This is an optimization exercise on Yosys and OpenROAD, whose aim is a short achievable clock period and few clock cycles, not a production implementation.
In this exercise RTL edits were held to simulation tests only and were not proved equivalent to the original.
Power is estimated from default activity; no workload was simulated.

--- flow/run.sh ---
#!/bin/bash
# synth_recipe.tcl (not shown) runs the flow's synth.tcl, then flattens the netlist and writes it again
# the make line also repeats each setting of config.mk as NAME=value (left out here)
make -C /OpenROAD-flow-scripts/flow DESIGN_CONFIG=/design/flow/config.mk WORK_HOME=/design/flow/orfs CLKGATE_MAP_FILE= SYNTH_SCRIPT=/design/flow/synth_recipe.tcl finish
--- flow/config.mk ---
export PLATFORM = sky130hd
export DESIGN_NAME = rv32
export DESIGN_NICKNAME = rv32
export VERILOG_FILES = /design/flow/design.v
export SDC_FILE = /design/flow/constraint.sdc
export NUM_CORES = 4
export LEC_CHECK = 0
export CAP_MARGIN = 20
export CORE_MARGIN = 2
export CORE_UTILIZATION = 40
export SETUP_SLACK_MARGIN = 5
export SLEW_MARGIN = 20
export TNS_END_PERCENT = 100
--- flow/design.v ---
`default_nettype none
module rv32_bus(
	input		i_ack,
	input		busy,		 
	input		k_cont,		 
	input		k_stb,		 
	input		k_stb_idle,	 
	input	[19:0]	pte,
	input	[11:0]	cont_lo,
	input	[3:0]	cont_we,
	input	[31:0]	nc_addr,
	input	[3:0]	nc_we,
	input	[31:0]	h_addr,
	input	[3:0]	h_we,
	output		o_stb,
	output	[31:0]	o_addr,
	output	[3:0]	o_we
);
wire sel_c = busy & i_ack & k_cont;
wire sel_h = busy & ~(i_ack & k_stb);
assign o_stb  = busy ? (i_ack & k_stb) : k_stb_idle;
assign o_addr = sel_c ? {pte, cont_lo} : sel_h ? h_addr : nc_addr;
assign o_we   = sel_c ? cont_we : sel_h ? h_we : nc_we;
endmodule
module rv32_add(
	input	[31:0]	a,
	input	[31:0]	b,
	output	[31:0]	s
);
assign s = a + b;
endmodule
module rv32_rfr(
	input	[991:0]	regs,
	input	[4:0]	idx,
	output	[31:0]	q
);
wire [1023:0] all = {regs, 32'd0};
assign q = all[32*idx +: 32];
endmodule
module rv32_brc(
	input	[31:0]	a,
	input	[31:0]	b,
	input	[2:0]	f3,
	output		y
);
wire [32:0] ds = {a[31], a} - {b[31], b};
wire [32:0] du = {1'b0, a} - {1'b0, b};
wire eq  = (a == b);
wire lt  = ds[32];
wire ltu = du[32];
assign y = (f3 == 3'd0) ? eq : (f3 == 3'd1) ? ~eq : (f3 == 3'd4) ? lt : (f3 == 3'd5) ? ~lt :
           (f3 == 3'd6) ? ltu : (f3 == 3'd7) ? ~ltu : 1'b0;
endmodule
module rv32_alu(
	input	[31:0]	a,
	input	[31:0]	b,
	input	[2:0]	f3,
	input		sub,
	input		arith,
	output	[31:0]	y
);
wire [31:0] plus = a + b;
wire [32:0] ds = {a[31], a} - {b[31], b};
wire [32:0] du = {1'b0, a} - {1'b0, b};
wire rsi = arith & a[31];
wire [63:0] srw = {{32{rsi}}, a} >> b[4:0];
wire [31:0] sr = srw[31:0];
wire [31:0] sl = a << b[4:0];
assign y = (f3 == 3'd0) ? (sub ? du[31:0] : plus) :
           (f3 == 3'd1) ? sl :
           (f3 == 3'd2) ? {31'd0, ds[32]} :
           (f3 == 3'd3) ? {31'd0, du[32]} :
           (f3 == 3'd4) ? a ^ b :
           (f3 == 3'd5) ? sr :
           (f3 == 3'd6) ? a | b : a & b;
endmodule
module rv32_tlbl(
	input	[19:0]	hi,
	input		d0,
	input		dp,
	input		dm,
	input	[7:0]	v,
	input	[159:0]	vpn,
	input	[159:0]	vpp,
	input	[159:0]	vpm,
	input	[159:0]	ppn,
	output		hit,
	output	[19:0]	q
);
wire [7:0] h0, hp, hm;
genvar i;
generate for (i = 0; i < 8; i = i + 1) begin : E
	assign h0[i] = v[i] & (hi == vpn[20*i +: 20]);
	assign hp[i] = v[i] & (hi == vpm[20*i +: 20]);
	assign hm[i] = v[i] & (hi == vpp[20*i +: 20]);
end endgenerate
function [19:0] sel8(input [7:0] h, input [159:0] p);
	integer k;
	begin
		sel8 = 20'd0;
		for (k = 0; k < 8; k = k + 1)
			sel8 = sel8 | ({20{h[k]}} & p[20*k +: 20]);
	end
endfunction
wire [19:0] q0 = sel8(h0, ppn);
wire [19:0] qp = sel8(hp, ppn);
wire [19:0] qm = sel8(hm, ppn);
assign hit = d0 ? |h0 : dp ? |hp : |hm;
assign q   = d0 ? q0 : dp ? qp : qm;
endmodule
`default_nettype none
module rv32(
	input     		i_rst,
	input	 		i_clk,
	output [31:0]	o_addr,
	output [31:0]	o_dat_w,
	output 	[3:0]   o_we,
	input  [31:0]   i_dat_r,
	output	 		o_stb,
	output [1:0]	o_led,
	input      		i_ack,
	input      		i_mtip,
	input      		i_msip,
	input      		i_meip,
	input			i_seip
);
parameter RESET_ADDR       = 32'h00001000;
reg [1:0] privileged_mode;		 
assign o_led = privileged_mode;
reg        ir_v;
reg [31:0] ir;
reg [31:0] ir_pc;
reg [31:0] op1, op2;		 
reg [31:0] x_dva;		 
reg [31:0] x_tgt;		 
reg        x_taken;		 
reg [31:0] x_alub;		 
reg        x_mem, x_amo;	 
reg [3:0]  swm_q;		 
reg        x_started;		 
reg        d_wr;		 
reg        nb_v;
reg [31:0] nb;
reg [31:0] nb_pc;
reg [31:0] nb_op1, nb_op2;
reg        busy;		 
reg        b_fetch;		 
reg        b_kill;		 
reg [1:0]  b_ph;		 
reg        b_wr;
reg [31:0] h_addr;
reg [3:0]  h_we;
reg        f_act;		 
reg        f_paused;		 
reg [1:0]  f_nph;
reg [19:0] pte_sv;
reg [31:0] f_va;
reg [31:0] nf_va;		 
reg        x_jalr;
reg [31:0] amo_q;
reg [31:0] r_reg[31:1];
wire [7:0] instr_funct3 = 8'b00000001 << ir[14:12];
wire [31:0] instr_Uimm={    ir[31],   ir[30:12], {12{1'b0}}};
wire [31:0] instr_Iimm={{21{ir[31]}}, ir[30:20]};
wire [4:0] opc = ir[6:2];
wire instr_Load    =  (opc == 5'b00000);
wire instr_ALUimm  =  (opc == 5'b00100);
wire instr_AUIPC   =  (opc == 5'b00101);
wire instr_Store   =  (opc == 5'b01000);
wire instr_ALUreg  =  (opc == 5'b01100);
wire instr_LUI     =  (opc == 5'b01101);
wire instr_Branch  =  (opc == 5'b11000);
wire instr_JALR    =  (opc == 5'b11001);
wire instr_JAL     =  (opc == 5'b11011);
wire instr_SYSTEM  =  (opc == 5'b11100);
wire instr_Amoswap =  (opc == 5'b01011);
wire instr_Mem     =  instr_Load | instr_Store | instr_Amoswap;
wire [4:0] instr_rd  = ir[11:7];
wire [4:0] instr_rs2 = ir[24:20];
wire instr_ALU = instr_ALUimm | instr_ALUreg;
wire [31:0] alu_In1 = op1;
wire [31:0] alu_In2 = x_alub;
wire [31:0] alu_Out;
rv32_alu ALU(.a(alu_In1), .b(alu_In2), .f3(ir[14:12]), .sub(ir[30] & ir[5]), .arith(ir[30]), .y(alu_Out));
function [15:0] ctl(input ack, input busy, input b_fetch, input b_kill, input b_last,
	input f_act, input f_paused, input nb_v, input ir_v, input mem, input x_started,
	input amo, input d_wr, input redirect, input d_rdy);
	reg ackb, free, ack_f, fin_fetch, cont_f, ack_d, fin_data, cont_d, sel_d, x_go, x_mem_done,
	    x_done, ir_free, data_new, f_cont, f_pause, cont, arr, nb_to_ir, arr_ir, arr_nb, nb_next,
	    f_busy_after, f_resume, f_new, stb, nbv;
	begin
		ackb      = ack & busy;
		free      = ~busy | ack;
		ack_f     = ackb & b_fetch & ~b_kill;
		fin_fetch = ack_f & b_last;
		cont_f    = ack_f & ~b_last;
		ack_d     = ackb & ~b_fetch;
		fin_data  = ack_d & b_last;
		cont_d    = ack_d & ~b_last;
		sel_d     = ir_v & mem & d_rdy & (~x_started | (amo & ~d_wr));
		x_go      = ir_v & ~mem;
		x_mem_done = fin_data & ~(amo & ~d_wr);
		x_done    = x_go | x_mem_done;
		ir_free   = ~ir_v | x_done;
		data_new  = free & sel_d & ~cont_d;
		f_cont    = cont_f & ~data_new & ~redirect;
		f_pause   = cont_f & data_new;
		cont      = cont_d | f_cont;
		arr       = fin_fetch & ~redirect;
		nbv       = nb_v & ~redirect;	 
		nb_to_ir  = nbv & ir_free;
		arr_ir    = arr & ir_free & ~nbv;
		arr_nb    = fin_fetch & ~(ir_free & ~nbv);
		nb_next   = (nbv & ~ir_free) | arr_nb;
		f_busy_after = f_act & ~fin_fetch & ~redirect;
		f_resume  = free & f_act & f_paused & ~data_new & ~cont_d & ~redirect;
		f_new     = free & ~data_new & ~cont_d & ~f_busy_after & ~nb_next;
		stb       = cont | data_new | f_resume | f_new;
		ctl = {stb, cont, cont_d, f_cont, f_pause, data_new, f_resume, f_new,
		       fin_fetch, fin_data, x_mem_done, x_done, ir_free, nb_to_ir, arr_ir, arr_nb};
	end
endfunction
wire redirect = ir_v & ~x_mem & x_taken;	 
wire [31:0] x_rtgt = x_jalr ? {x_dva[31:1], 1'b0} : x_tgt;
wire x_go     = ir_v & ~x_mem;		 
wire cA_stb, cA_cont, cA_cont_d, cA_f_cont, cA_f_pause, cA_data_new, cA_f_resume, cA_f_new,
     cA_fin_fetch, cA_fin_data, cA_x_mem_done, cA_x_done, cA_ir_free, cA_nb_to_ir, cA_arr_ir, cA_arr_nb;
wire cI_stb, cI_cont, cI_cont_d, cI_f_cont, cI_f_pause, cI_data_new, cI_f_resume, cI_f_new,
     cI_fin_fetch, cI_fin_data, cI_x_mem_done, cI_x_done, cI_ir_free, cI_nb_to_ir, cI_arr_ir, cI_arr_nb;
wire b_last = (b_ph == 2'd3);
assign {cA_stb, cA_cont, cA_cont_d, cA_f_cont, cA_f_pause, cA_data_new, cA_f_resume, cA_f_new,
        cA_fin_fetch, cA_fin_data, cA_x_mem_done, cA_x_done, cA_ir_free, cA_nb_to_ir, cA_arr_ir, cA_arr_nb} =
	ctl(1'b1, 1'b1, b_fetch, b_kill, b_last, f_act, f_paused, nb_v, ir_v, x_mem, x_started,
	    x_amo, d_wr, redirect, d_rdy);
assign {cI_stb, cI_cont, cI_cont_d, cI_f_cont, cI_f_pause, cI_data_new, cI_f_resume, cI_f_new,
        cI_fin_fetch, cI_fin_data, cI_x_mem_done, cI_x_done, cI_ir_free, cI_nb_to_ir, cI_arr_ir, cI_arr_nb} =
	ctl(1'b0, 1'b0, b_fetch, b_kill, b_last, f_act, f_paused, nb_v, ir_v, x_mem, x_started,
	    x_amo, d_wr, redirect, d_rdy);
wire ackc = busy & i_ack;		 
wire idle = ~busy;
wire c_stb        = ackc ? cA_stb        : idle & cI_stb;
wire c_cont       = ackc & cA_cont;
wire c_cont_d     = ackc & cA_cont_d;
wire c_f_cont     = ackc & cA_f_cont;
wire c_f_pause    = ackc & cA_f_pause;
wire c_data_new   = ackc ? cA_data_new   : idle & cI_data_new;
wire c_f_resume   = ackc ? cA_f_resume   : idle & cI_f_resume;
wire c_f_new      = ackc ? cA_f_new      : idle & cI_f_new;
wire fin_fetch    = ackc & cA_fin_fetch;
wire fin_data     = ackc & cA_fin_data;
wire x_mem_done   = ackc & cA_x_mem_done;
wire x_done       = ackc ? cA_x_done     : x_go;
wire ir_free      = ackc ? cA_ir_free    : (~ir_v | x_go);
wire nb_to_ir     = nb_v & ~redirect & ir_free;
wire arr_ir       = ackc & cA_arr_ir;
wire arr_nb       = ackc & cA_arr_nb;
wire amo_rd_done  = fin_data & instr_Amoswap & ~d_wr;
wire x_mem_start  = c_data_new & ~x_started;
wire load_store_byteAccess     = ir[13:12] == 2'b00;
wire load_store_halfwordAccess = ir[13:12] == 2'b01;
wire [15:0] load_halfword = x_dva[1] ? i_dat_r[31:16] : i_dat_r[15:0];
wire  [7:0] load_byte     = x_dva[0] ? load_halfword[15:8] : load_halfword[7:0];
wire load_sign = !ir[14] & (load_store_byteAccess ? load_byte[7] : load_halfword[15]);
wire [31:0] load_data     = load_store_byteAccess ? {{24{load_sign}},     load_byte} :
                            load_store_halfwordAccess ? {{16{load_sign}}, load_halfword} :  i_dat_r;
wire [31:0] pc_plus4 = ir_pc + 4;
wire [11:0] instr_csr = ir[31:20];
wire instr_ECALL = instr_SYSTEM & instr_funct3[0] & (ir[31:20]==12'h000) & x_go;
wire instr_MRET  = instr_SYSTEM & instr_funct3[0] & (ir[31:20]==12'h302) & x_go;
wire instr_SRET  = instr_SYSTEM & instr_funct3[0] & (ir[31:20]==12'h102) & x_go;
wire instr_CSRW  = instr_SYSTEM & (ir[14:12] != 0) & x_go;
wire exception_csr = instr_CSRW & |(instr_csr[9:8] & ~privileged_mode);
wire csr_write = instr_CSRW & ~exception_csr;
wire [31:0] CSR_read;
wire [31:0] CSR_modifier = ir[14] ? {27'd0, ir[19:15]} : op1;
wire [31:0] CSR_write = (ir[13:12] == 2'b10) ? CSR_modifier | CSR_read  :
                        (ir[13:12] == 2'b11) ? ~CSR_modifier & CSR_read :
                                               CSR_modifier ;
wire instr_Jump = x_taken;
wire [31:0] csr_stvec, csr_mepc, csr_sepc, csr_mtvec;
wire [31:0] PC_new   =   instr_ECALL ? csr_stvec :
						 instr_JALR ? {x_dva[31:1],1'b0} :
                         instr_Jump ? x_tgt :
                         instr_MRET ? csr_mepc :
                         instr_SRET ? csr_sepc :
                         pc_plus4;
wire [31:0] writeBackData  =
      (instr_SYSTEM                ? CSR_read    : 32'b0) |
      (instr_LUI                   ? instr_Uimm  : 32'b0) |
      (instr_ALU                   ? alu_Out     : 32'b0) |
      (instr_AUIPC                 ? x_tgt       : 32'b0) |
      (instr_JALR | instr_JAL      ? pc_plus4    : 32'b0) ;
wire wb_x   = x_go & ~instr_Branch & (instr_rd != 5'd0);
wire amo_w  = instr_Amoswap & d_wr;
wire d_wen  = amo_w ? (instr_rs2 != 5'd0) : ((instr_Load | instr_Amoswap) & (instr_rd != 5'd0));
wire       w_en  = wb_x | (fin_data & d_wen);
wire [4:0] w_idx = amo_w ? instr_rs2 : instr_rd;
wire [31:0] w_dat = wb_x ? writeBackData : amo_w ? amo_q : load_data;
always @(posedge i_clk)
	if (w_en) r_reg[w_idx] <= w_dat;
always @(posedge i_clk)
	if (amo_rd_done) amo_q <= load_data;
wire sel_satp = (instr_csr == 12'h180);
wire [31:0] csr_mip, csr_mie, csr_mideleg, csr_sip, csr_sie, csr_satp;
reg r_mie, r_sie;
wire interrupt_m = x_done & (|(csr_mip & csr_mie & ~csr_mideleg)) & (~privileged_mode[1] | (privileged_mode[1]&r_mie));
wire interrupt_s = x_done & (|(csr_sip & csr_sie )) & (~privileged_mode[0] | (~privileged_mode[1]&privileged_mode[0]&r_sie));
wire cur_pg = csr_satp[31] & ~privileged_mode[1];
wire x_hit = (x_dva[11:2] == pc_plus4[11:2]) | cur_pg & ((x_dva[11:2] == pc_plus4[21:12]) | (x_dva[11:2] == pc_plus4[31:22]));
wire lr_now = interrupt_m | interrupt_s |
              instr_ECALL | instr_MRET | instr_SRET | (csr_write & sel_satp) | instr_SFENCE_VMA |
              (x_mem_done & d_wr & x_hit);
wire [31:0] lr_target = interrupt_m ? csr_mtvec : interrupt_s ? csr_stvec : PC_new;
wire d_rdy   = 1'b1;
wire sel_d   = ir_v & x_mem & (~x_started | (x_amo & ~d_wr));
wire sel_res = ~sel_d & f_act & f_paused;
wire sel_r   = ~sel_d & ~sel_res & redirect;
wire sel_n   = ~sel_d & ~sel_res & ~redirect;
wire nc_dir  = 1'b0;	 
wire sd_dir = sel_d & ~cur_pg, sd_p1 = sel_d & cur_pg;
wire sr_dir = sel_r & ~cur_pg, sr_p1 = sel_r & cur_pg;
wire sn_dir = sel_n & ~cur_pg, sn_p1 = sel_n & cur_pg;
wire [19:0] nc_hi =
	({20{sd_dir & ~cur_pg}}          & x_dva[31:12]) |
	({20{sr_dir & ~cur_pg &  x_jalr}} & x_dva[31:12]) |
	({20{sr_dir & ~cur_pg & ~x_jalr}} & x_tgt[31:12]) |
	({20{sn_dir & ~cur_pg}}          & nf_va[31:12]) |
	({20{sd_p1 | sr_p1 | sn_p1}}     & csr_satp[19:0]) |
	({20{sel_res}}                   & pte_sv);
wire [11:0] nc_lo =
	({12{sd_dir}}                    & x_dva[11:0]) |
	({12{sr_dir &  x_jalr}}          & {x_dva[11:1], 1'b0}) |
	({12{sr_dir & ~x_jalr}}          & x_tgt[11:0]) |
	({12{sn_dir}}                    & nf_va[11:0]) |
	({12{sd_p1 | sr_p1 & x_jalr}}    & {x_dva[31:22], 2'b00}) |
	({12{sr_p1 & ~x_jalr}}           & {x_tgt[31:22], 2'b00}) |
	({12{sn_p1}}                     & {nf_va[31:22], 2'b00}) |
	({12{sel_res & (f_nph == 2'd2)}} & {f_va[21:12], 2'b00}) |
	({12{sel_res & (f_nph != 2'd2)}} & f_va[11:0]);
wire [31:0] nc_addr = {nc_hi, nc_lo};
wire d_wr_now = instr_Store | (instr_Amoswap & x_started);
wire [3:0] nc_we = (sel_d & d_wr_now & ~cur_pg) ? swm_q : 4'd0;
wire [1:0] nc_ph = sel_res ? f_nph : (cur_pg & ~nc_dir) ? 2'd1 : 2'd3;
wire [31:0] cont_va = b_fetch ? f_va : x_dva;
wire [11:0] cont_lo = (b_ph == 2'd1) ? {cont_va[21:12], 2'b00} : cont_va[11:0];
wire [3:0]  cont_we = (b_ph == 2'd2 & b_wr) ? swm_q : 4'd0;
rv32_bus BUS(.i_ack(i_ack), .busy(busy), .k_cont(cA_cont), .k_stb(cA_stb), .k_stb_idle(cI_stb),
	.pte(i_dat_r[29:10]), .cont_lo(cont_lo), .cont_we(cont_we), .nc_addr(nc_addr), .nc_we(nc_we),
	.h_addr(h_addr), .h_we(h_we), .o_stb(o_stb), .o_addr(o_addr), .o_we(o_we));
assign o_dat_w[ 7: 0] = op2[7:0];
assign o_dat_w[15: 8] = x_dva[0] ? op2[7:0]  : op2[15: 8];
assign o_dat_w[23:16] = x_dva[1] ? op2[7:0]  : op2[23:16];
assign o_dat_w[31:24] = x_dva[0] ? op2[7:0]  :
                        x_dva[1] ? op2[15:8] : op2[31:24];
always @(posedge i_clk)
	if (i_rst) begin
		busy <= 0;
		b_kill <= 0;
	end else if (c_stb) begin
		busy    <= 1;
		b_fetch <= ~(c_cont_d | c_data_new);
		b_ph    <= c_cont ? b_ph + 2'd1 : nc_ph;
		b_wr    <= c_cont ? b_wr : (c_data_new & d_wr_now);
		b_kill  <= ~(c_cont_d | c_data_new) & lr_now;
		h_addr  <= o_addr;
		h_we    <= o_we;
	end else begin
		if (ackc) busy <= 0;
		b_kill <= b_kill | lr_now | redirect;
	end
wire c_fetch_iss = c_stb & ~(c_cont_d | c_data_new);
wire [1:0] c_ph  = c_cont ? b_ph + 2'd1 : nc_ph;
wire [31:0] new_va = redirect ? x_rtgt : nf_va;
wire [31:0] fva_iss = c_f_new ? new_va : f_va;
wire lr_ok = 1'b0;
always @(posedge i_clk)
	if (i_rst) begin
		f_act <= 0;
		f_paused <= 0;
		nf_va <= RESET_ADDR;
	end else if (lr_now) begin
		f_act <= 0;
		f_paused <= 0;
		nf_va <= lr_target;
	end else begin
		if (c_f_new) begin
			f_act <= 1;
			f_paused <= 0;
			f_va <= new_va;
			nf_va <= new_va + 4;
		end else if (redirect) begin
			f_act <= 0;
			f_paused <= 0;
			nf_va <= x_rtgt;
		end else if (fin_fetch) begin
			f_act <= 0;
		end else if (c_f_pause) begin
			f_paused <= 1;
			f_nph <= b_ph + 2'd1;
			pte_sv <= i_dat_r[29:10];
		end else if (c_f_resume) begin
			f_paused <= 0;
		end
	end
wire instr_SFENCE_VMA = instr_SYSTEM & instr_funct3[0] & (ir[31:25]==7'h09) & x_go;
genvar gi;
wire [4:0] rs1_in = i_dat_r[19:15];
wire [4:0] rs2_in = i_dat_r[24:20];
wire [991:0] rf_flat;
generate for (gi = 1; gi < 32; gi = gi + 1) begin : RF
	assign rf_flat[32*gi-32 +: 32] = r_reg[gi];
end endgenerate
wire [31:0] rf1, rf2;
rv32_rfr RF1(.regs(rf_flat), .idx(rs1_in), .q(rf1));
rv32_rfr RF2(.regs(rf_flat), .idx(rs2_in), .q(rf2));
wire [31:0] rd1 = (rs1_in == 5'd0) ? 32'd0 : (wb_x & (instr_rd == rs1_in)) ? writeBackData : rf1;
wire [31:0] rd2 = (rs2_in == 5'd0) ? 32'd0 : (wb_x & (instr_rd == rs2_in)) ? writeBackData : rf2;
wire [31:0] nb_op1_s = (w_en & (w_idx == nb[19:15])) ? w_dat : nb_op1;
wire [31:0] nb_op2_s = (w_en & (w_idx == nb[24:20])) ? w_dat : nb_op2;
wire [31:0] inw = nb_v ? nb : i_dat_r;
wire [31:0] inpc = nb_v ? nb_pc : f_va;
wire [31:0] in1 = nb_v ? nb_op1_s : rd1;	 
wire [31:0] in2 = nb_v ? nb_op2_s : rd2;
wire [31:0] in1_d = nb_v ? nb_op1 : rf1;	 
wire [31:0] inw_I = {{21{inw[31]}}, inw[30:20]};
wire [31:0] inw_S = {{21{inw[31]}}, inw[30:25], inw[11:7]};
wire [31:0] inw_B = {{20{inw[31]}}, inw[7], inw[30:25], inw[11:8], 1'b0};
wire [31:0] inw_J = {{12{inw[31]}}, inw[19:12], inw[20], inw[30:21], 1'b0};
wire [31:0] inw_U = {inw[31:12], 12'd0};
wire inw_store = (inw[6:2] == 5'b01000);
wire inw_amo   = (inw[6:2] == 5'b01011);
wire [31:0] inw_immA = inw_store ? inw_S : inw_amo ? 32'd0 : inw_I;
wire [31:0] inw_immT = inw[3] ? inw_J : inw[4] ? inw_U : inw_B;
wire [31:0] in_dva, in_tgt;
rv32_add ADD_D(.a(in1_d), .b(inw_immA), .s(in_dva));
rv32_add ADD_T(.a(inpc), .b(inw_immT), .s(in_tgt));
wire [7:0]  in_f3 = 8'b00000001 << inw[14:12];
wire in_pred;
rv32_brc BRC(.a(in1), .b(in2), .f3(inw[14:12]), .y(in_pred));
wire in_jalr  = (inw[6:2] == 5'b11001);
wire in_taken = (inw[6:2] == 5'b11011) | in_jalr | ((inw[6:2] == 5'b11000) & in_pred);
wire in_byte = inw[13:12] == 2'b00;
wire in_half = inw[13:12] == 2'b01;
wire [3:0] in_wmask = in_byte ?
							(in_dva[1] ? (in_dva[0] ? 4'b1000 : 4'b0100) :
							             (in_dva[0] ? 4'b0010 : 4'b0001)) :
						in_half ?
							(in_dva[1] ? 4'b1100 : 4'b0011) :
							4'b1111;
wire inw_branch = (inw[6:2] == 5'b11000);
wire inw_needd  = (inw[6:2] == 5'b11001) | (inw[6:2] == 5'b00000) | inw_store | inw_amo;
wire in_haz = inw_needd & w_en & (w_idx == inw[19:15]);
wire ir_load  = (nb_to_ir | arr_ir) & ~in_haz;
wire nb_take  = nb_to_ir & ~in_haz;
wire arr_to_nb = arr_nb | (arr_ir & in_haz);
wire inw_alureg = (inw[6:2] == 5'b01100);
always @(posedge i_clk)
	if (i_rst | lr_now) begin
		ir_v <= 0;
		nb_v <= 0;
		x_started <= 0;
	end else begin
		if (c_data_new) x_started <= 1;
		if (ir_free) begin
			x_started <= 0;
			ir_v <= ir_load;
		end
		if (ir_load) begin
			ir    <= inw;
			ir_pc <= inpc;
			op1   <= in1;
			op2   <= in2;
			x_alub <= inw_alureg ? in2 : inw_I;
			x_mem <= (inw[6:2] == 5'b00000) | inw_store | inw_amo;
			x_amo <= inw_amo;
			x_dva <= in_dva;
			x_tgt <= in_tgt;
			x_taken <= in_taken;
			x_jalr <= in_jalr;
			swm_q <= in_wmask;
			d_wr  <= inw_store;
		end else if (c_data_new & x_amo & x_started)
			d_wr  <= 1;
		if (nb_take | redirect) nb_v <= 0;
		if (arr_to_nb) begin
			nb_v   <= 1;
			nb     <= i_dat_r;
			nb_pc  <= f_va;
			nb_op1 <= rd1;
			nb_op2 <= rd2;
		end else if (nb_v) begin
			nb_op1 <= nb_op1_s;
			nb_op2 <= nb_op2_s;
		end
	end
always @(posedge i_clk)
	if (i_rst) privileged_mode <=2'b11;
	else if (interrupt_m) privileged_mode <= 2'b11;
	else if (interrupt_s) privileged_mode <= 2'b01;
	else if (instr_ECALL) privileged_mode <= 2'b01;
	else if (instr_MRET) privileged_mode <= r_mpp;
	else if (instr_SRET & ~privileged_mode[1]) privileged_mode <= {1'b0,r_spp};
always @(posedge i_clk)
	if (i_rst) r_sie <= 0;
	else if (interrupt_m) r_sie <= r_sie;
	else if (interrupt_s) r_sie <= 0;
	else if (csr_write & sel_mstatus) r_sie <= CSR_write[1];
	else if (csr_write & sel_sstatus) r_sie <= CSR_write[1];
always @(posedge i_clk)
	if (i_rst) r_mie <= 0;
	else if (interrupt_m) r_mie <= 0;
	else if (interrupt_s) r_mie <= r_mie;
	else if (csr_write & sel_mstatus) r_mie <= CSR_write[3];
reg r_spie;
always @(posedge i_clk)
	if (i_rst) r_spie <= 0;
	else if (interrupt_m) r_spie <= r_spie;
	else if (interrupt_s) r_spie <= r_sie;
reg r_mpie;
always @(posedge i_clk)
	if (i_rst) r_mpie <= 0;
	else if (interrupt_m) r_mpie <= r_mie;
	else if (interrupt_s) r_mpie <= r_mpie;
	else if (csr_write & sel_mstatus) r_mpie <= CSR_write[7];
reg r_spp;
always @(posedge i_clk)
	if (i_rst) r_spp <= 0;
	else if (interrupt_m) r_spp <= r_spp;
	else if (interrupt_s) r_spp <= privileged_mode[0];
	else if (csr_write & sel_mstatus) r_spp <= CSR_write[8];
	else if (csr_write & sel_sstatus) r_spp <= CSR_write[8];
reg [1:0] r_mpp;
always @(posedge i_clk)
	if (i_rst) r_mpp <= 0;
	else if (interrupt_m) r_mpp <= privileged_mode;
	else if (interrupt_s) r_mpp <= r_mpp;
	else if (instr_MRET) r_mpp <= 0;
	else if (csr_write & sel_mstatus) r_mpp <= CSR_write[12:11];
wire sel_mstatus = (instr_csr == 12'h300);
wire [31:0] csr_mstatus={19'd0,r_mpp,2'b00,r_spp,r_mpie,1'b0,r_spie,1'b0,r_mie,1'b0,r_sie,1'b0};
wire [31:0] csr_sstatus={19'd0,2'b00,2'b00,r_spp,1'b0,1'b0,r_spie,1'b0,1'b0,1'b0,r_sie,1'b0};
wire sel_sstatus = (instr_csr == 12'h100);
reg  [31:0] r_medeleg;
wire sel_medeleg = (instr_csr == 12'h302);
always @(posedge i_clk)
	if (i_rst) r_medeleg <= 0;
	else if (csr_write & sel_medeleg) r_medeleg <= CSR_write[31:0];
reg  [31:0] r_mideleg;
wire sel_mideleg = (instr_csr == 12'h303);
always @(posedge i_clk)
	if (i_rst) r_mideleg <= 0;
	else if (csr_write & sel_mideleg) r_mideleg <= CSR_write[31:0] & 32'b00000000000000000000_0010_0010_0010;
assign csr_mideleg = r_mideleg;
reg [31:0] r_mie_csr;
wire sel_mie = (instr_csr == 12'h304);
wire sel_sie = (instr_csr == 12'h104);
always @(posedge i_clk)
	if (i_rst) r_mie_csr <= 0;
	else if (csr_write & sel_mie) r_mie_csr <= CSR_write;
	else if (csr_write & sel_sie) r_mie_csr <= (r_mie_csr & ~csr_mideleg) | (CSR_write & csr_mideleg);
assign csr_mie = r_mie_csr;
assign csr_sie = csr_mie & csr_mideleg;
reg r_ssip;
reg r_stip;
reg r_seip;
wire sel_mip = (instr_csr == 12'h344);
wire sel_sip = (instr_csr == 12'h144);
assign csr_mip = {20'd0,i_meip,1'b0,r_seip|i_seip,1'b0,i_mtip,1'b0,r_stip,1'b0,i_msip,1'b0,r_ssip,1'b0};
always @(posedge i_clk)
	if (i_rst) r_ssip <= 0;
	else if (csr_write & sel_mip) r_ssip <= CSR_write[1];
	else if (csr_write & sel_sip & csr_mideleg[1]) r_ssip <= CSR_write[1];
always @(posedge i_clk)
	if (i_rst) r_stip <= 0;
	else if (csr_write & sel_mip) r_stip <= CSR_write[5];
always @(posedge i_clk)
	if (i_rst) r_seip <= 0;
	else if (csr_write & sel_mip) r_seip <= CSR_write[9];
assign csr_sip = csr_mip & csr_mideleg;
reg  [31:0] r_mtvec;
wire sel_mtvec   = (instr_csr == 12'h305);
always @(posedge i_clk)
	if (i_rst) r_mtvec <= 0;
	else if (csr_write & sel_mtvec) r_mtvec <= CSR_write[31:0];
assign csr_mtvec = r_mtvec;
reg  [31:0] r_stvec;
wire sel_stvec   = (instr_csr == 12'h105);
always @(posedge i_clk)
	if (i_rst) r_stvec <= 0;
	else if (csr_write & sel_stvec) r_stvec <= CSR_write[31:0];
assign csr_stvec = r_stvec;
reg  [31:0] csr_mscratch;
wire sel_mscratch= (instr_csr == 12'h340);
always @(posedge i_clk)
	if (i_rst) csr_mscratch <= 0;
	else if (csr_write & sel_mscratch) csr_mscratch <= CSR_write[31:0];
reg  [31:0] csr_sscratch;
wire sel_sscratch= (instr_csr == 12'h140);
always @(posedge i_clk)
	if (i_rst) csr_sscratch <= 0;
	else if (csr_write & sel_sscratch) csr_sscratch <= CSR_write[31:0];
reg  [31:0] r_mepc;
wire sel_mepc    = (instr_csr == 12'h341);
always @(posedge i_clk)
	if (i_rst) r_mepc <= 0;
	else if (interrupt_m) r_mepc <= PC_new;
	else if (interrupt_s) r_mepc <= r_mepc;
	else if (csr_write & sel_mepc) r_mepc <= CSR_write[31:0];
assign csr_mepc = r_mepc;
reg  [31:0] r_sepc;
wire sel_sepc    = (instr_csr == 12'h141);
always @(posedge i_clk)
	if (i_rst) r_sepc <= 0;
	else if (interrupt_m) r_sepc <= r_sepc;
	else if (interrupt_s) r_sepc <= PC_new;
	else if (instr_ECALL) r_sepc <= ir_pc;
	else if (csr_write & sel_sepc) r_sepc <= CSR_write[31:0];
assign csr_sepc = r_sepc;
reg  [31:0] csr_mcause;
wire sel_mcause  = (instr_csr == 12'h342);
always @(posedge i_clk)
	if (i_rst) csr_mcause <= 0;
	else if (interrupt_m) csr_mcause <= csr_mip[7]? {1'b1,31'd7}: csr_mip[11]? {1'b1,31'd11}:csr_mip[9]?{1'b1,31'd9}:32'd42;
reg  [31:0] csr_scause;
wire sel_scause  = (instr_csr == 12'h142);
always @(posedge i_clk)
	if (i_rst) csr_scause <= 0;
	else if (interrupt_m) csr_scause <= csr_scause;
	else if (interrupt_s) csr_scause <= csr_mip[1]? {1'b1,31'd1}: csr_mip[9]?{1'b1,31'd9}:32'd41;
	else if (instr_ECALL) csr_scause <= 32'd8;
reg  [31:0] csr_mtval;
wire sel_mtval   = (instr_csr == 12'h343);
always @(posedge i_clk)
	if (i_rst) csr_mtval <= 0;
	else if (csr_write & sel_mtval) csr_mtval <= CSR_write[31:0];
reg  [31:0] csr_stval;
wire sel_stval   = (instr_csr == 12'h143);
always @(posedge i_clk)
	if (i_rst) csr_stval <= 0;
	else if (csr_write & sel_stval) csr_stval <= CSR_write[31:0];
reg  [31:0] r_satp;
always @(posedge i_clk)
	if (i_rst) r_satp <= 0;
	else if (csr_write & sel_satp) r_satp <= CSR_write[31:0];
assign csr_satp = r_satp;
reg  [63:0] csr_cycles;
wire sel_cycles  = (instr_csr == 12'hC00);
wire sel_cyclesh = (instr_csr == 12'hC80);
always @(posedge i_clk)
	if(i_rst) csr_cycles <= 0;
	else csr_cycles <= csr_cycles + 1;
assign CSR_read =
     (sel_sstatus ? csr_sstatus         : 32'b0) |
     (sel_sie     ? csr_sie             : 32'b0) |
     (sel_stvec   ? csr_stvec           : 32'b0) |
     (sel_sscratch? csr_sscratch        : 32'b0) |
     (sel_sepc    ? csr_sepc            : 32'b0) |
     (sel_scause  ? csr_scause          : 32'b0) |
     (sel_stval   ? csr_stval           : 32'b0) |
     (sel_sip     ? csr_sip             : 32'b0) |
     (sel_satp    ? csr_satp            : 32'b0) |
     (sel_mstatus ? csr_mstatus         : 32'b0) |
     (sel_medeleg ? r_medeleg           : 32'b0) |
     (sel_mideleg ? csr_mideleg         : 32'b0) |
     (sel_mie     ? csr_mie             : 32'b0) |
     (sel_mtvec   ? csr_mtvec           : 32'b0) |
     (sel_mscratch? csr_mscratch        : 32'b0) |
     (sel_mepc    ? csr_mepc            : 32'b0) |
     (sel_mcause  ? csr_mcause          : 32'b0) |
     (sel_mtval   ? csr_mtval           : 32'b0) |
     (sel_mip     ? csr_mip             : 32'b0) |
     (sel_cycles  ? csr_cycles[31:0]    : 32'b0) |
     (sel_cyclesh ? csr_cycles[63:32]   : 32'b0) ;
endmodule
--- flow/constraint.sdc ---
create_clock -name core_clock -period 11.0 [get_ports {i_clk}]
set_input_delay 2.2000 -clock core_clock [delete_from_list [all_inputs] [get_ports {i_clk}]]
set_output_delay 2.2000 -clock core_clock [all_outputs]
set_load 0.01 [all_outputs]
==> reports/metrics.yaml, run 1 <==
setup_path:
  cp.required_ns: 11.74
  cp-start-kind: "register"
  cp_num_buf_inv: 3
  end_kind: "register"
  crit_chain: "buf_12 > nor4_4 > buf_4 > nand2_1 > buf_4 > o21ai_1 > a221oi_1 > nand3_1 > a21o_2 > a31o_2 > o221ai_1 > and2_1 > ha_1 > nand4_1 > nor2_2 > nand4_1 > nor4_2 > xnor2_1 > o21ai_0 > o311ai_0 > a2111oi_1"
  cp.arrival_ns: 7.16
  path_delay_family: "compound AO/OA/AOI/OAI gates"
  path_max_fanout: 18
  cp_slowest_stage_delay_ns: 0.54
  crit_path_top_delay_cell: "edfxtp_1"
  crit_type: "register to register"
synthesis:
  syn_nets: 9985
  synthTopCellsByArea: "edfxtp_1 40%, mux4_2 13%, dfxtp_1 8.6%"
  synth-seq-cells: 1953
  yosys.area.top_type: "edfxtp_1"
  yosys.area.top_type_share_pct: 39.76
  syn_area_um2: 111300
  syn_area_per_cell_um2: 11.42
  synth_cell_types: 110
  synth_ff_type: "edfxtp_1"
  yosysWarnings: 1
  synth-edff-count: 1474
  ys_seq_area_share_pct: 48.38
  synthCells: 9746
  async_reset_ff_share_pct: 0
global_route:
  track_usage_pct: 35.91
  grt_pass1_vias: 89000
  antenna_found_initial: 33
  grt_max_degree: 128
  grt_pass1_wl_mm: 720.5
  grt-ovfl-total: 0
final_layout:
  final_cell_count_no_fill: 13830
  fillers: 24790
  syn_to_final_growth_pct: 17.48
  mostFrequentLayoutCells: "1474 x edfxtp_1, 1005 x nand2_1, 822 x nor2_1, 655 x mux4_2, 617 x a21oi_1"
  largest_reg_flops: 992
  fin_util_pct: 47.25
  final_common_cell: "edfxtp_1"
  nets: 10160
  drive_above_1_share_pct: 23.41
floorplanning:
  pin_count: 110
  core-area_um2: 276700
  rows: 193
  start_util_pct: 40.22
  die_x_um: 531.5
  fp.dieH_um: 531.5
  dieArea_um2: 282500
pwr:
  p_leak_nw: 44.26
  vdd_drop_max_v: 0.0001597
  powerDensity_nw_per_um2: 140.7
routing:
  drt_iter0_markers: 15620
  vias_per_cell: 6.814
  wirelength_mm: 527.8
  firstDrtPassIters: 10
  num_vias: 94220
  remaining_drc_errors: 0
  drtAntennaViolNets: 0
  routedWlPerCell_um: 38.18
place:
  port_buffers: 109
  pre_cts_ws_ns: 2.561
  finalWeightedCongestion: 1.025
  detailed_place_hpwl_mm: 354.4
  dp_cells: 13140
clock_tree:
  cts.clk_slew.worst_paths_ns: 0.06
  cts_tree: "yes"
  clock_sinks: 1953
  ctsLongestPathBuffers: 4
  htreeDepth: 4
  clockRootBuffer: "clkbuf_16"
  clk_latency_ns: 0.96
  numCtsBuffers: 218
min_path:
  hold_class: "register to register"
sta:
  layout_min_cycle_time_ns: 6.420
  rsz0062_at_grt: "true"
  tightest_slew_ns: 1.227
  whs_ns: 0.4542
  fin_worst_skew_ns: 0.1009
  finalSetupViolations: 0
  max_freq_mhz: 155.8
  period_share_pct: 58.36
  hold_viol: 0
  setup_tns_ns: 0
  setup_slack_ns: 4.580
  slew_viol_final: 0
  slew_headroom_pct: 18.08
run_status:
  status: "complete, no violations"
job:
  cap_violations: 0
worst register-to-register path: cells and delay by family (launching register included):
kind            cells  cell delay (ns)
compound gates      8             2.29
simple gates        8             2.14
buf+inv             3             0.89
flops               1             0.54
fa+ha+maj           1             0.30
xor+xnor            1             0.11
cell families (layout without fill, tap and decap cells):
logic type	Yosys count	in the layout	share of synthesized area [%]
compound gates	2366	2368	14.10
fa+ha+maj	200	200	2.275
mux	1221	1222	18.58
simple gates	2795	2797	11.36
flops	1953	1953	48.38
other cells	0	17	0
xor+xnor	215	215	1.757
buf+inv	996	1349	3.554
routing by layer:
layer	GRT usage [%]	wire length, µm	vias to the layer above
met5	0	146	-
met4	26.36	47910	20
met3	7.816	59600	1744
met2	54.42	231300	7106
met1	45.29	188900	47310
li1	-	-	38040
final cells by class:
class | instances | area (µm²) | share of cell area [%]
diodes | 17 | 42.54 | 0.03253
clock buffers | 258 | 5698 | 4.357
clock inverters | 144 | 1528 | 1.168
inverters | 218 | 897.1 | 0.6860
multi-input cells | 6802 | 56490 | 43.20
flip-flops and latches | 1953 | 53860 | 41.18
well taps | 3705 | 4636 | 3.545
repair buffers | 728 | 7612 | 5.821
repair inverters | 1 | 8.758 | 0.006698
power by group:
part	internal, mW	total [mW]	switching [mW]
clock	4.32	7.60	3.28
combinational	0.977	2.60	1.63
sequential	8.09	8.20	0.113
final timing paths:
path                    start               end  slack [ns]  cells after the start
min reg2reg  csr_mscratch[25]  csr_mscratch[25]        0.45                      2
max                    ir[21]           x_taken        4.58                     21
max reg2reg            ir[21]           x_taken        4.58                     21
min          csr_mscratch[25]  csr_mscratch[25]        0.45                      2
what timing repair did:
| action | in CTS | in global routing |
|---|---|---|
| gates cloned | 35 | 11 |
| setup buffers | 158 | 60 |
| resized for setup | 508 | 270 |
| hold buffers | 0 | 0 |
| pin swaps | 63 | 54 |
| endpoints found under the setup margin | 433 | 184 |
per-stage QoR:
stage,cell area (µm²),power [mW]
finish,130800,18.40
global route,130700,18.80
CTS,129100,18.27
detailed placement,117700,10.61
global placement,117600,10.60
floorplan,111800,9.689
synth_stat cells, types with 18 or more instances:
master        n
o211ai_1     88
a311oi_1     18
buf_1       113
dfxtp_1     479
o31ai_1      31
a211oi_1    183
nor2b_1      47
mux4_2      655
nor2_1      881
a21oi_1     650
buf_2        65
nand4_1      75
and2_1       39
o221ai_1     26
nand2_1    1016
o22ai_1      69
nor4_1       50
a22o_1      106
xnor2_1     124
and3_1       50
or2_2        22
a222oi_1     42
a32oi_1      20
ha_1        196
o21ai_0     472
inv_1       210
o2111ai_1    18
a31oi_1      64
nand2b_1     51
edfxtp_1   1474
a221oi_1     46
or3_1        76
clkbuf_1    573
a22oi_1     124
xor2_1       86
a21o_1       73
nor3_1      146
a221o_1      24
mux2_2      200
a211o_1      20
o21bai_1     18
nand3_1     210
mux2i_1     364
a2111oi_0    23
o21a_1       41
Testbench counts, summed over its fixed seeds: cycles 119,568.
==> run 2: changes to the inputs <==
--- a/flow/design.v
+++ b/flow/design.v
@@ -156,7 +156,20 @@
 reg [19:0] pte_sv;
 reg [31:0] f_va;
 reg [31:0] nf_va;		 
+reg        nf_ok;		 
+reg [19:0] nf_ppn;
+reg [19:0] f_ppn;		 
+reg [19:0] ir_ppn, nb_ppn;	 
+reg        x_tsame;		 
 reg        x_jalr;
+reg        d_hit;
+reg [19:0] d_ppn;
+reg  [7:0] t_v;
+reg [19:0] t_vpn[0:7];
+reg [19:0] t_vpp[0:7];		 
+reg [19:0] t_vpm[0:7];		 
+reg [19:0] t_ppn[0:7];
+reg  [2:0] t_rr;
 reg [31:0] amo_q;
 reg [31:0] r_reg[31:1];
 wire [7:0] instr_funct3 = 8'b00000001 << ir[14:12];
@@ -316,15 +329,18 @@
 wire sel_res = ~sel_d & f_act & f_paused;
 wire sel_r   = ~sel_d & ~sel_res & redirect;
 wire sel_n   = ~sel_d & ~sel_res & ~redirect;
-wire nc_dir  = 1'b0;	 
-wire sd_dir = sel_d & ~cur_pg, sd_p1 = sel_d & cur_pg;
-wire sr_dir = sel_r & ~cur_pg, sr_p1 = sel_r & cur_pg;
-wire sn_dir = sel_n & ~cur_pg, sn_p1 = sel_n & cur_pg;
+wire nc_dir  = sel_d ? d_hit : sel_r ? x_tsame : nf_ok;	 
+wire sd_dir = sel_d & (~cur_pg | d_hit), sd_p1 = sel_d & cur_pg & ~d_hit;
+wire sr_dir = sel_r & (~cur_pg | x_tsame), sr_p1 = sel_r & cur_pg & ~x_tsame;
+wire sn_dir = sel_n & (~cur_pg | nf_ok), sn_p1 = sel_n & cur_pg & ~nf_ok;
 wire [19:0] nc_hi =
 	({20{sd_dir & ~cur_pg}}          & x_dva[31:12]) |
+	({20{sd_dir &  cur_pg}}          & d_ppn) |
 	({20{sr_dir & ~cur_pg &  x_jalr}} & x_dva[31:12]) |
 	({20{sr_dir & ~cur_pg & ~x_jalr}} & x_tgt[31:12]) |
+	({20{sr_dir &  cur_pg}}          & ir_ppn) |
 	({20{sn_dir & ~cur_pg}}          & nf_va[31:12]) |
+	({20{sn_dir &  cur_pg}}          & nf_ppn) |
 	({20{sd_p1 | sr_p1 | sn_p1}}     & csr_satp[19:0]) |
 	({20{sel_res}}                   & pte_sv);
 wire [11:0] nc_lo =
@@ -339,7 +355,7 @@
 	({12{sel_res & (f_nph != 2'd2)}} & f_va[11:0]);
 wire [31:0] nc_addr = {nc_hi, nc_lo};
 wire d_wr_now = instr_Store | (instr_Amoswap & x_started);
-wire [3:0] nc_we = (sel_d & d_wr_now & ~cur_pg) ? swm_q : 4'd0;
+wire [3:0] nc_we = (sel_d & d_wr_now & (~cur_pg | d_hit)) ? swm_q : 4'd0;
 wire [1:0] nc_ph = sel_res ? f_nph : (cur_pg & ~nc_dir) ? 2'd1 : 2'd3;
 wire [31:0] cont_va = b_fetch ? f_va : x_dva;
 wire [11:0] cont_lo = (b_ph == 2'd1) ? {cont_va[21:12], 2'b00} : cont_va[11:0];
@@ -378,10 +394,13 @@
 		f_act <= 0;
 		f_paused <= 0;
 		nf_va <= RESET_ADDR;
+		nf_ok <= 0;
 	end else if (lr_now) begin
 		f_act <= 0;
 		f_paused <= 0;
 		nf_va <= lr_target;
+		nf_ok <= lr_ok;
+		nf_ppn <= ir_ppn;
 	end else begin
 		if (c_f_new) begin
 			f_act <= 1;
@@ -401,9 +420,50 @@
 		end else if (c_f_resume) begin
 			f_paused <= 0;
 		end
+		if (c_fetch_iss & (c_ph == 2'd3)) begin
+			f_ppn  <= o_addr[31:12];
+			nf_ppn <= o_addr[31:12];
+			nf_ok  <= (fva_iss[11:2] != 10'h3ff);
+		end else if (c_f_new) begin
+			nf_ok  <= 0;
+		end else if (redirect) begin
+			nf_ok  <= x_tsame;
+			nf_ppn <= ir_ppn;
+		end
 	end
-wire instr_SFENCE_VMA = instr_SYSTEM & instr_funct3[0] & (ir[31:25]==7'h09) & x_go;
+wire [7:0] t_inv;
 genvar gi;
+generate for (gi = 0; gi < 8; gi = gi + 1) begin : TLB
+	assign t_inv[gi]  = (x_dva[11:2] == t_vpn[gi][19:10]) | (x_dva[11:2] == t_vpn[gi][9:0]);
+end endgenerate
+wire c_wr_iss = c_stb & (c_cont_d | c_data_new) & (c_ph == 2'd3) & (c_cont ? b_wr : d_wr_now);
+wire t_fill = c_cont_d & (b_ph == 2'd2);
+wire t_fill_ok = ~(c_wr_iss & ((x_dva[11:2] == x_dva[31:22]) | (x_dva[11:2] == x_dva[21:12])));
+wire instr_SFENCE_VMA = instr_SYSTEM & instr_funct3[0] & (ir[31:25]==7'h09) & x_go;
+always @(posedge i_clk)
+	if (i_rst | (csr_write & sel_satp) | instr_SFENCE_VMA) begin
+		t_v <= 0;
+	end else begin
+		if (c_wr_iss) t_v <= t_v & ~t_inv;
+		if (t_fill) begin
+			t_v[t_rr]   <= t_fill_ok;
+			t_vpn[t_rr] <= x_dva[31:12];
+			t_vpp[t_rr] <= x_dva[31:12] + 20'd1;
+			t_vpm[t_rr] <= x_dva[31:12] - 20'd1;
+			t_ppn[t_rr] <= i_dat_r[29:10];
+			t_rr <= t_rr + 3'd1;
+		end
+	end
+always @(posedge i_clk) begin
+	if (ir_load) begin
+		d_hit <= in_hit;
+		d_ppn <= in_ppn;
+	end
+	if (t_fill) begin
+		d_hit <= 1;
+		d_ppn <= i_dat_r[29:10];
+	end
+end
 wire [4:0] rs1_in = i_dat_r[19:15];
 wire [4:0] rs2_in = i_dat_r[24:20];
 wire [991:0] rf_flat;
@@ -434,11 +494,29 @@
 wire [31:0] in_dva, in_tgt;
 rv32_add ADD_D(.a(in1_d), .b(inw_immA), .s(in_dva));
 rv32_add ADD_T(.a(inpc), .b(inw_immT), .s(in_tgt));
+wire in_tsame = (in_tgt[31:12] == inpc[31:12]);
+wire [19:0] inppn = nb_v ? nb_ppn : f_ppn;
 wire [7:0]  in_f3 = 8'b00000001 << inw[14:12];
 wire in_pred;
 rv32_brc BRC(.a(in1), .b(in2), .f3(inw[14:12]), .y(in_pred));
 wire in_jalr  = (inw[6:2] == 5'b11001);
 wire in_taken = (inw[6:2] == 5'b11011) | in_jalr | ((inw[6:2] == 5'b11000) & in_pred);
+wire in_c12 = in_dva[12] ^ in1_d[12] ^ inw_immA[12];	 
+wire in_jsame = (in1_d[31:12] == inpc[31:12]) & (in_c12 == inw_immA[11]);
+wire in_d0 = (in_c12 == inw_immA[11]);
+wire in_dp = in_c12 & ~inw_immA[11];
+wire in_dm = ~in_c12 & inw_immA[11];
+wire [159:0] t_vpn_f, t_vpp_f, t_vpm_f, t_ppn_f;
+generate for (gi = 0; gi < 8; gi = gi + 1) begin : TLBF
+	assign t_vpn_f[20*gi +: 20] = t_vpn[gi];
+	assign t_vpp_f[20*gi +: 20] = t_vpp[gi];
+	assign t_vpm_f[20*gi +: 20] = t_vpm[gi];
+	assign t_ppn_f[20*gi +: 20] = t_ppn[gi];
+end endgenerate
+wire in_hit;
+wire [19:0] in_ppn;
+rv32_tlbl TLBL(.hi(in1_d[31:12]), .d0(in_d0), .dp(in_dp), .dm(in_dm), .v(t_v),
+	.vpn(t_vpn_f), .vpp(t_vpp_f), .vpm(t_vpm_f), .ppn(t_ppn_f), .hit(in_hit), .q(in_ppn));
 wire in_byte = inw[13:12] == 2'b00;
 wire in_half = inw[13:12] == 2'b01;
 wire [3:0] in_wmask = in_byte ?
@@ -476,7 +554,9 @@
 			x_dva <= in_dva;
 			x_tgt <= in_tgt;
 			x_taken <= in_taken;
+			x_tsame <= in_jalr ? in_jsame : in_tsame;
 			x_jalr <= in_jalr;
+			ir_ppn <= inppn;
 			swm_q <= in_wmask;
 			d_wr  <= inw_store;
 		end else if (c_data_new & x_amo & x_started)
@@ -486,6 +566,7 @@
 			nb_v   <= 1;
 			nb     <= i_dat_r;
 			nb_pc  <= f_va;
+			nb_ppn <= f_ppn;
 			nb_op1 <= rd1;
 			nb_op2 <= rd2;
 		end else if (nb_v) begin
==> reports/metrics.yaml, run 2 <==
setup_path:
  cp.arrival_ns: 7.19  # +0.03 ns
  cp.required_ns: 11.65  # -0.09 ns
  crit_type: "register to register"
  crit_top_cell: "o21a_1"
  path_max_fanout: 33  # +15
  crit_path_top_delay_cell: "a21oi_1"
  cp_slowest_stage_delay_ns: 0.63  # +0.09 ns
  end_kind: "register"
  cp-start-kind: "register"
clock_tree:
  htreeDepth: 5  # +1
  numCtsBuffers: 308  # +41%
  clockRootBuffer: "clkbuf_16"
  cts.clk_slew.worst_paths_ns: 0.06  # about the same
  cts_tree: "yes"
  clk_latency_ns: 0.99  # +0.03 ns
  hold_buffers: 0  # unchanged
  ctsLongestPathBuffers: 4  # unchanged
  clock_sinks: 2699  # +38%
floorplanning:
  die_x_um: 618.6  # +16%
  start_util_pct: 40.20  # about the same
  rows: 225  # +17%
  core-area_um2: 375800  # +36%
  fp.dieH_um: 618.6  # +16%
  pin_count: 110  # unchanged
  dieArea_um2: 382600  # +35%
final_layout:
  fin_util_pct: 48.70  # +1.4 points
  nets: 14250  # +40%
  mostFrequentLayoutCells: "2210 x edfxtp_1, 1157 x nand2_1, 992 x nor2_1, 956 x buf_4, 740 x a21oi_1"
  final_common_cell: "edfxtp_1"
  final_cell_count_no_fill: 19330  # +40%
  syn_to_final_growth_pct: 21.13
  stdcell_area_um2: 183000  # +40%
  drive_above_1_share_pct: 24.24  # +0.83 points
  largest_reg_flops: 992  # unchanged
sta:
  slew_viol_final: 0  # unchanged
  whs_ns: 0.4436  # -0.01059 ns
  setup_slack_ns: 4.465  # -0.1157 ns
  rsz0062_at_grt: "true"
  finalSetupViolations: 0  # unchanged
  fin_worst_skew_ns: 0.1032  # +0.002246 ns
  period_share_pct: 59.41  # +1.1 points
  tightest_slew_ns: 1.326  # +0.09805 ns
  setup_tns_ns: 0  # unchanged
  max_freq_mhz: 153.0  # -1.8%
  hold_viol: 0  # unchanged
  layout_min_cycle_time_ns: 6.535  # +0.1157 ns
  slew_headroom_pct: 10.95  # -7.1 points
place:
  port_buffers: 109  # unchanged
  pre_cts_ws_ns: 1.683  # -0.8781 ns
  finalWeightedCongestion: 1.054  # +2.8%
  placed_cell_area_um2: 159500  # +35%
  detailed_place_hpwl_mm: 481.9  # +36%
  dp_cells: 17970  # +37%
global_route:
  track_usage_pct: 38.09  # +2.2 points
  grt-ovfl-total: 0  # unchanged
  grt_pass1_wl_mm: 1017  # +41%
  grt_max_degree: 162  # +27%
  antenna_found_initial: 88  # +170%
  grt_pass1_vias: 121200  # +36%
routing:
  drtAntennaViolNets: 0  # unchanged
  num_vias: 134500  # +43%
  routedWlPerCell_um: 39.60  # +3.7%
  drt_iter0_markers: 25130  # +61%
  firstDrtPassIters: 17  # +7
  vias_per_cell: 6.957  # +2.1%
  remaining_drc_errors: 0  # unchanged
  wirelength_mm: 765.4  # +45%
synthesis:
  yosysWarnings: 2  # +1
  yosys.area.top_type_share_pct: 43.92  # +4.2 points
  syn_area_um2: 151100  # +36%
  netlist_top_cells_count: "2210 x edfxtp_1, 1190 x nand2_1, 1078 x nor2_1"
  syn_nets: 13570  # +36%
  synth-edff-count: 2210  # +50%
  ys_seq_area_share_pct: 50.40  # +2.0 points
  synth_ff_type: "edfxtp_1"
  synth-seq-cells: 2699  # +38%
  synth_cell_types: 131  # +19%
  yosysMostFrequentCell: "edfxtp_1"
  synthCells: 13330  # +37%
  yosys.area.top_type: "edfxtp_1"
  async_reset_ff_share_pct: 0  # unchanged
  syn_area_per_cell_um2: 11.34  # -0.73%
  synthTopCellsByArea: "edfxtp_1 44%, mux4_2 7.3%, dfxtp_1 6.5%"
job:
  cap_violations: 0  # unchanged
pwr:
  powerDensity_nw_per_um2: 145.6  # +3.5%
  p_leak_nw: 63.12  # +43%
  p_total_mw: 26.65  # +45%
  vdd_drop_max_v: 0.0001393  # -13%
min_path:
  hold_class: "register to register"
run_status:
  status: "complete, no violations"
## run 2: layout make-up
| class | instances | area, µm² |
|---|---|---|
| flip-flops and latches | 2699 | 76160 |
| well taps | 4994 | 6248 |
| repair buffers | 1369 | 14010 |
| diodes | 71 | 177.7 |
| clock buffers | 382 | 8188 |
| multi-input cells | 9287 | 74870 |
| fillers | 33150 | 192800 |
| inverters | 344 | 1375 |
| clock inverters | 181 | 1987 |
## run 2: worst max-delay path, delay by kind of cell, from the launching register on
kind | cells | cell delay, ns
multiplexers | 2 | 0.54
buffers and inverters | 6 | 1.10
XOR/XNOR | 1 | 0.13
AO/OA/AOI/OAI | 11 | 2.48
flip-flops | 1 | 0.42
adder cells (fa/ha/maj) | 1 | 0.32
AND/OR/NAND/NOR | 7 | 1.24
## run 2: repair_timing
item,CTS,global route
gates cloned,60,21
setup endpoints to repair,997,576
setup buffers,426,219
pin swaps,162,221
resized for setup,1034,589
## run 2: path summary, 6_finish.rpt
| kind | start | endpoint | slack (ns) | cells past startpoint |
|---|---|---|---|---|
| worst max register to register | ir[30] | x_taken | 4.46 | 28 |
| worst min-delay path | f_ppn[16] | nb_ppn[16] | 0.44 | 0 |
| worst max-delay path | ir[30] | x_taken | 4.46 | 28 |
| worst min register to register | f_ppn[16] | nb_ppn[16] | 0.44 | 0 |
## run 2: cell families after synthesis
kind of cell,after synthesis,synth area share [%]
buffers and inverters,1362,3.844
and+or+nand+nor,3527,10.74
xor gates and xnor gates,892,5.198
DFF,2699,50.40
AOI/OAI and AO/OA,3403,15.62
muxes,1236,12.47
adders and majority gates,206,1.726
## run 2: report_power, final
part | switching (mW) | internal (mW) | leakage [nW]
Sequential | 0.144 | 11.3 | 24.0
Combinational | 2.90 | 1.66 | 34.2
Clock | 4.66 | 6.01 | 4.92
Total | 7.70 | 18.9 | 63.1
## run 2: per-layer routing
metal | share of wire [%] | up-vias | GRT usage (%)
met3 | 15 | 3298 | 13.62
met5 | 0.040 | - | 0.2904
met2 | 40 | 12500 | 52.97
met4 | 11 | 36 | 30.79
met1 | 34 | 65780 | 47.46
li1 | - | 52850 | -
Testbench counts of run 2, summed over its fixed seeds: cycles 78,253.
==> run 3: changes to the inputs <==
--- a/flow/design.v
+++ b/flow/design.v
@@ -321,7 +321,7 @@
 wire cur_pg = csr_satp[31] & ~privileged_mode[1];
 wire x_hit = (x_dva[11:2] == pc_plus4[11:2]) | cur_pg & ((x_dva[11:2] == pc_plus4[21:12]) | (x_dva[11:2] == pc_plus4[31:22]));
 wire lr_now = interrupt_m | interrupt_s |
-              instr_ECALL | instr_MRET | instr_SRET | (csr_write & sel_satp) | instr_SFENCE_VMA |
+              instr_ECALL | instr_MRET | instr_SRET | (csr_write & sel_satp & ~privileged_mode[1]) | instr_SFENCE_VMA |
               (x_mem_done & d_wr & x_hit);
 wire [31:0] lr_target = interrupt_m ? csr_mtvec : interrupt_s ? csr_stvec : PC_new;
 wire d_rdy   = 1'b1;
--- a/flow/config.mk
+++ b/flow/config.mk
@@ -7,7 +7,7 @@
 export LEC_CHECK = 0
 export CAP_MARGIN = 20
 export CORE_MARGIN = 2
-export CORE_UTILIZATION = 40
+export CORE_UTILIZATION = 55
 export SETUP_SLACK_MARGIN = 5
 export SLEW_MARGIN = 20
 export TNS_END_PERCENT = 100
==> reports/metrics.yaml, run 3 <==
floorplanning:
  start_util_pct: 55.18  # +15 points
  rows: 191  # -15%
  die_x_um: 524.8  # -15%
  pin_count: 110  # unchanged
  core-area_um2: 270300  # -28%
  dieArea_um2: 275400  # -28%
  fp.dieH_um: 524.8  # -15%
sta:
  tightest_slew_ns: 1.635  # +0.3094 ns
  whs_ns: 0.4458  # +0.002201 ns
  period_share_pct: 64.41  # +5.0 points
  slew_headroom_pct: -9.731  # -21 points
  fin_worst_skew_ns: 0.06167  # -0.04151 ns
  setup_tns_ns: 0  # unchanged
  rsz0062_at_grt: "true"
  max_freq_mhz: 141.2  # -7.8%
  slew_viol_final: 4  # +4
  finalSetupViolations: 0  # unchanged
  hold_viol: 0  # unchanged
  layout_min_cycle_time_ns: 7.085  # +0.5492 ns
pwr:
  vdd_drop_max_v: 0.0002168  # +56%
  p_leak_nw: 59.97  # -5.0%
  powerDensity_nw_per_um2: 147.0  # +0.98%
synthesis:
  synth-seq-cells: 2699  # unchanged
  async_reset_ff_share_pct: 0  # unchanged
  yosysWarnings: 2  # unchanged
  ys_seq_area_share_pct: 51.06  # +0.65 points
  yosys.area.top_type_share_pct: 44.49  # +0.57 points
  syn_area_um2: 149200  # -1.3%
  synth-edff-count: 2210  # unchanged
  syn_area_per_cell_um2: 11.48  # +1.3%
  synthTopCellsByArea: "edfxtp_1 44%, mux4_2 8.2%, dfxtp_1 6.6%"
  yosys.area.top_type: "edfxtp_1"
  netlist_top_cells_count: "2210 x edfxtp_1, 1168 x nand2_1, 1133 x nor2_1"
  synth_cell_types: 124  # -5.3%
  syn_nets: 13230  # -2.5%
  yosysMostFrequentCell: "edfxtp_1"
  synthCells: 12990  # -2.5%
  synth_ff_type: "edfxtp_1"
global_route:
  antenna_found_initial: 67  # -24%
  grt-ovfl-total: 0  # unchanged
  grt_max_degree: 90  # -44%
  busiest_layer: "met2"
  track_usage_pct: 51.29  # +13 points
  grt_pass1_vias: 122000  # +0.64%
  use_met2_pct: 70.78  # +18 points
  met1_usage_pct: 63.65  # +16 points
  grt_pass1_wl_mm: 987.8  # -2.9%
  grtUsageMet3_pct: 18.95  # +5.3 points
setup_path:
  end_kind: "register"
  cp.arrival_ns: 7.80  # +0.61 ns
  crit_type: "register to register"
  cp-start-kind: "register"
  rr_startpoint: "ir[20]"
  path_max_fanout: 33  # unchanged
  cp-startpoint: "ir[20]"
  crit_top_cell: "o21a_1"
  cp_slowest_stage_delay_ns: 0.82  # +0.19 ns
  cp.required_ns: 11.71  # +0.06 ns
  crit_path_top_delay_cell: "or4b_2"
final_layout:
  fillers: 20580  # -38%
  drive_above_1_share_pct: 20.89  # -3.3 points
  final_common_cell: "edfxtp_1"
  nets: 13630  # -4.4%
  register_area_um2: 76160  # about the same
  largest_reg_flops: 992  # unchanged
  syn_to_final_growth_pct: 16.07
  mostFrequentLayoutCells: "2210 x edfxtp_1, 1142 x nand2_1, 1051 x nor2_1, 766 x buf_4, 677 x a21oi_1"
  multi_input_area_um2: 71540  # -4.4%
routing:
  drtAntennaViolNets: 0  # unchanged
  wirelength_mm: 728.6  # -4.8%
  routedWlPerCell_um: 42.27  # +6.7%
  firstDrtPassIters: 11  # -6
  remaining_drc_errors: 0  # unchanged
  drt_iter0_markers: 25800  # +2.7%
  num_vias: 130900  # -2.7%
  vias_per_cell: 7.593  # +9.1%
min_path:
  hold_path.startpoint: "f_ppn[10]"
  hold_class: "register to register"
clock_tree:
  clock_sinks: 2699  # unchanged
  ctsLongestPathBuffers: 4  # unchanged
  cts_tree: "yes"
  clk_latency_ns: 0.98  # about the same
  hold_buffers: 0  # unchanged
  cts.clk_slew.worst_paths_ns: 0.07  # about the same
  clockRootBuffer: "clkbuf_16"
  htreeDepth: 5  # unchanged
  numCtsBuffers: 299  # -2.9%
place:
  port_buffers: 109  # unchanged
  detailed_place_hpwl_mm: 475.5  # -1.3%
  finalWeightedCongestion: 1.067  # +1.3%
run_status:
  violatedChecks: "capacitance limit, slew limit"
  status: "failed layout checks"
job:
  cap_violations: 1  # +1
## run 3: cells by family (layout without fill, tap and decap cells)
family / count (synthesis) / after routing / synth area share, %
other cells: 0 / 51 / 0
simple gates: 3492 / 3505 / 10.62
flops: 2699 / 2699 / 51.06
mux: 1253 / 1253 / 13.14
buf+inv: 1297 / 1903 / 3.610
xor+xnor: 967 / 967 / 5.693
compound gates: 3073 / 3083 / 14.14
fa+ha+maj: 206 / 206 / 1.748
## run 3: layout make-up
type	instances	share of cell area, %
antenna	51	0.07372
clock buffer	374	4.628
clock inverter	163	0.9352
inverter	321	0.7249
multi-input combinational	9014	41.32
sequential	2699	43.99
tap	3570	2.580
timing repair buffer	1045	5.741
## run 3: path summary, 6_finish.rpt
path,end,slack [ns],cells past startpoint
worst max-delay path,x_taken,3.92,26
worst min-delay path,nb_ppn[10],0.45,0
worst max register to register,x_taken,3.92,26
worst min register to register,nb_ppn[10],0.45,0
## run 3: critical path: cells and delay by family, from the launching register on
| family | cells | cell delay [ns] |
|---|---|---|
| AO/OA/AOI/OAI | 14 | 2.65 |
| buffers and inverters | 2 | 0.50 |
| adder cells (fa/ha/maj) | 1 | 0.33 |
| multiplexers | 2 | 0.53 |
| XOR/XNOR | 1 | 0.17 |
| AND/OR/NAND/NOR | 6 | 2.18 |
| flip-flops | 1 | 0.42 |
## run 3: where the power goes
part	internal [mW]	switching (mW)
Clock	5.68	4.50
Sequential	11.2	0.132
Combinational	1.35	2.54
Total	18.3	7.18
## run 3: per-stage QoR
stage	instances	setup WS, ns	instance area, µm²	utilization, %	power (mW)
floorplan	12990	3.012	149500	-	13.38
global placement	16270	1.517	156200	57.78	14.79
detailed placement	16280	1.404	156200	57.80	14.81
CTS	17090	4.237	171200	63.33	25.02
global route	17190	3.942	173000	64.01	25.80
finish	17240	3.915	173100	64.05	25.46
## run 3: timing repair
| item | in CTS | in global routing |
|---|---|---|
| gates cloned | 51 | 7 |
| hold endpoints to repair | 0 | 0 |
| setup endpoints to repair | 993 | 494 |
| gates resized for setup | 729 | 273 |
| pin swaps | 134 | 124 |
| buffers inserted | 226 | 84 |
## run 3: layer usage
layer  part of all wire, %  routed length [µm]
met2                    40              292300
met4                    11               79040
met5                 0.039                 281
met3                    16              119300
met1                    33              237700
Testbench counts of run 3, summed over its fixed seeds: cycles 77,863.

## port drivers added, routing unchanged
The results above use ideal ports. As a check the final layouts listed here were re-extracted and re-timed, cells and wires unchanged. Step 1, drivers: a clkbuf_16 drives i_clk and a buf_2 each remaining input, both assumed. Step 2 moves the port delays by t, midway between the first and last clock arrival at a register: inputs arrive t later, outputs are due t later. That takes back most of the time a late clock gives input paths. Slacks: ideal ports / drivers / drivers and shift; pairs: ideal ports / drivers.
| run | shift t [ns] | setup slack, ns | hold slack, ns | clock arrival spread, ns |
|---|---|---|---|---|
| run 1 | 1.020 | 4.580 / 4.531 / 3.511 | 0.454 / 0.454 / 0.454 | 0.102 / 0.102 |
| run 2 | 1.063 | 4.465 / 4.257 / 3.193 | 0.444 / 0.444 / 0.444 | 0.104 / 0.105 |
| run 3 | 1.050 | 3.915 / 3.779 / 2.729 | 0.446 / 0.446 / 0.446 | 0.062 / 0.062 |
The setup slack of run 2, which loses most, moves by -0.208 ns with the drivers and by -1.272 ns with both steps.
